This is an optimization exercise on Yosys and OpenROAD, whose aim is small area, not a production implementation. The RTL was checked by simulation tests, not by an equivalence proof against the original design. Power and IR drop assume default switching activity.

// CPU
module CPU (
    input clk,
    input rst,  
    input botao_ligar_agora,
    input botao_enviar_agora,
    input [17:0] instrucao_completa,
    output reg flag_clear_memoria,
    output reg flag_escrever,
    output [7:0] lcd_data,
    output lcd_rs,
    output lcd_rw,
    output lcd_e,
    output lcd_on
);
    assign lcd_on = 1'b1;
    localparam OP_CLEAR = 3'b110;
    localparam OP_DISPLAY = 3'b111;
    localparam S_DESLIGADO = 2'd0,
               S_AGUARDANDO = 2'd1,
               S_EXECUTANDO = 2'd2;
    reg [1:0] estado;
    reg sistema_ligado;
    wire flag_ligar, flag_enviar;
    wire [2:0] opcode_chaves = instrucao_completa[17:15];
    wire [3:0] rd = instrucao_completa[14:11];
    wire [3:0] leitura, wdig;
    wire dab_bit, neg;
    wire we, wclr, start_p, neg_cap, dab_step;
    wire [2:0] op_p;
    wire [3:0] d_p;
    wire [10:0] fonte_p;
    wire [5:0] pos;
    memoria banco_memoria(
        .clk(clk),
        .rst(~sistema_ligado),
        .enable(we),
        .ativar_clear(wclr || ~sistema_ligado),
        .escrita(wdig),
        .pos(pos),
        .leitura(leitura)
    );
    ula ula(
        .clk(clk),
        .rst(~sistema_ligado),
        .start_p(start_p),
        .exec(estado == S_EXECUTANDO),
        .chaves(instrucao_completa),
        .op_p(op_p),
        .d_p(d_p),
        .fonte_p(fonte_p),
        .rd(leitura),
        .pos(pos),
        .we(we),
        .wclr(wclr),
        .wdig(wdig),
        .neg_cap(neg_cap),
        .dab_step(dab_step),
        .dab_bit(dab_bit),
        .neg(neg)
    );
    displayLCD LCD(
        .clk(clk),
        .rst(~sistema_ligado),
        .btn_send(flag_enviar),
        .op_selc(opcode_chaves),
  ...
export LEC_CHECK = 0
export CAP_MARGIN = 20
export CORE_MARGIN = 2
export CORE_UTILIZATION = 65
export PLACE_DENSITY = 0.75
export SLEW_MARGIN = 20
create_clock -name core_clock -period 25.0 [get_ports {clk}]
standard.sh (not shown) runs the stock make flow with config.mk's settings and CLKGATE_MAP_FILE= SYNTH_SCRIPT=/design/flow/synth_recipe.tcl, a recipe that flattens the netlist after the stock synthesis.
==> flow/flow/run.sh <==
#!/bin/bash
# Own layout flow: the standard ORFS flow (standard.sh) run on a copy of
# ORFS's scripts folder with these changes:
#  - synthesis maps the combinational logic with an area-oriented ABC script
#    (flow/abc_area.script, selected by ABC_AREA=1);
#  - clock tree synthesis inserts no dummy loads and uses larger sink clusters;
#  - the port buffers use the smallest buffer;
#  - power recovery downsizes gates off the critical paths.
# Each tool's output goes to the ORFS logs under orfs/logs; make's output
# goes to standard.log in this folder.
set -euo pipefail
HERE=$(pwd)
S="$HERE/scripts_area"
rm -rf "$S"
cp -r "$FLOW_HOME/scripts" "$S"
cp "$HERE/flow/abc_area.script" "$S/abc_area.script"
sed -i 's/^  -repair_clock_nets\]/  -repair_clock_nets -dont_use_dummy_load]/' "$S/cts.tcl"
grep -q -- '-dont_use_dummy_load' "$S/cts.tcl"
bash standard.sh SCRIPTS_DIR="$S" ABC_AREA=1 \
  CTS_BUF_LIST=sky130_fd_sc_hd__clkbuf_8 \
  CTS_CLUSTER_SIZE=16 CTS_CLUSTER_DIAMETER=70 \
  BUFFER_PORTS_ARGS="-buffer_cell sky130_fd_sc_hd__buf_1" \
  RECOVER_POWER=100 \
  finish > "$HERE/standard.log" 2>&1
==> flow/flow/abc_area.script <==
strash
ifraig
dch -f
amap
topo
The first run went through all stages and came out clean.
Edit:
==> flow/flow/abc_area.script (replaced) <==
strash
&get -n
&st
&deepsyn -T 300
&put
ifraig
dch -f
amap
topo
- CORE_UTILIZATION: 65 -> 40
- PLACE_DENSITY: 0.75 -> 0.6
- critical path depth drops by 1
- setup slack is better by 180 ps
- final area decreases by about 0.9%
- total power is about the same
- utilization is lower by 27 points
- clock power drops by about 2%
- area after synthesis fell by 2.5%
- hold slack is better by 3.6 ps
- sequential cell count does not change
- wire length falls by about 1.7%
- clock-buffer cell count goes down by 1

* * *

CPU, a different RTL version from the one above (not shown whole).
Size in the first run: about 1,100 cells after synthesis, about 36 I/O pins.
export LEC_CHECK = 0
export CAP_MARGIN = 20
export CORE_MARGIN = 2
export CORE_UTILIZATION = 40
export PLACE_DENSITY = 0.6
export SLEW_MARGIN = 20
create_clock -name core_clock -period 25.0 [get_ports {clk}]
==> flow/flow/run.sh <==
#!/bin/bash
# Own layout flow: the standard ORFS flow (standard.sh) run on a copy of
# ORFS's scripts folder with these changes:
#  - synthesis maps the combinational logic with an area-oriented ABC script
#    (flow/abc_area.script, selected by ABC_AREA=1);
#  - clock tree synthesis inserts no dummy loads and uses larger sink clusters;
#  - the port buffers use the smallest buffer;
#  - power recovery downsizes gates off the critical paths.
# Each tool's output goes to the ORFS logs under orfs/logs; make's output
# goes to standard.log in this folder.
set -euo pipefail
HERE=$(pwd)
S="$HERE/scripts_area"
rm -rf "$S"
cp -r "$FLOW_HOME/scripts" "$S"
cp "$HERE/flow/abc_area.script" "$S/abc_area.script"
sed -i 's/^  -repair_clock_nets\]/  -repair_clock_nets -dont_use_dummy_load]/' "$S/cts.tcl"
grep -q -- '-dont_use_dummy_load' "$S/cts.tcl"
bash standard.sh SCRIPTS_DIR="$S" ABC_AREA=1 \
  CTS_BUF_LIST=sky130_fd_sc_hd__clkbuf_16 \
  CTS_CLUSTER_SIZE=28 CTS_CLUSTER_DIAMETER=100 \
  BUFFER_PORTS_ARGS="-buffer_cell sky130_fd_sc_hd__buf_1" \
  RECOVER_POWER=100 \
  finish > "$HERE/standard.log" 2>&1
==> flow/flow/abc_area.script <==
strash
ifraig
dch -f
amap
topo
The baseline produced a clean layout.
Then changed:
--- a/flow/flow/run.sh
+++ b/flow/flow/run.sh
@@ -20,2 +20,2 @@
-  CTS_BUF_LIST=sky130_fd_sc_hd__clkbuf_16 \
-  CTS_CLUSTER_SIZE=28 CTS_CLUSTER_DIAMETER=100 \
+  CTS_BUF_LIST=sky130_fd_sc_hd__clkbuf_8 \
+  CTS_CLUSTER_SIZE=12 CTS_CLUSTER_DIAMETER=60 \
What happened: The changed run produced a clean layout. Setup slack is better by 0.0066 ns. Core utilization went up by 0.34 points. Wire length went up by about 1.5%. Power went up by about 2.3%. Sequential cell count is unchanged. First-iteration DRC count went down by about 20%. Cell area went up by 0.76%. Global-route usage went up by 0.30 points.

[static timing again, ports no longer ideal]
How much do the figures lean on ideal ports? The routed layouts below were timed once more, with nothing changed but the port constraints. Step 1 (the two cells are an assumption about what drives the block):
set clk [get_ports {clk}]
set_driving_cell -lib_cell sky130_fd_sc_hd__clkbuf_16 $clk
set_driving_cell -lib_cell sky130_fd_sc_hd__buf_2 [delete_from_list [all_inputs] $clk]
Step 2 moves the port delays by t, midway between the first and last clock arrival at a register: inputs arrive t later, outputs are due t later. That takes back most of the time a late clock gives input paths. Three values: no drivers, after step 1, after step 2; two values: the first two.
run	shift t [ns]	slack for setup (ns)	hold WS [ns]
the first run of note 1	0.598	14.092 / 14.064 / 14.064	0.327 / 0.327 / 0.327
the second run of note 1	0.605	14.273 / 14.248 / 14.248	0.330 / 0.330 / 0.330
the first run of note 2	0.546	13.269 / 13.269 / 13.269	0.316 / 0.316 / 0.316
the second run of note 2	0.557	13.276 / 13.276 / 13.276	0.283 / 0.283 / 0.283
After both steps every run listed still meets setup and hold. The setup slack of the first run of note 1, which loses most, moves by -0.028 ns with the drivers and by -0.028 ns with both steps.
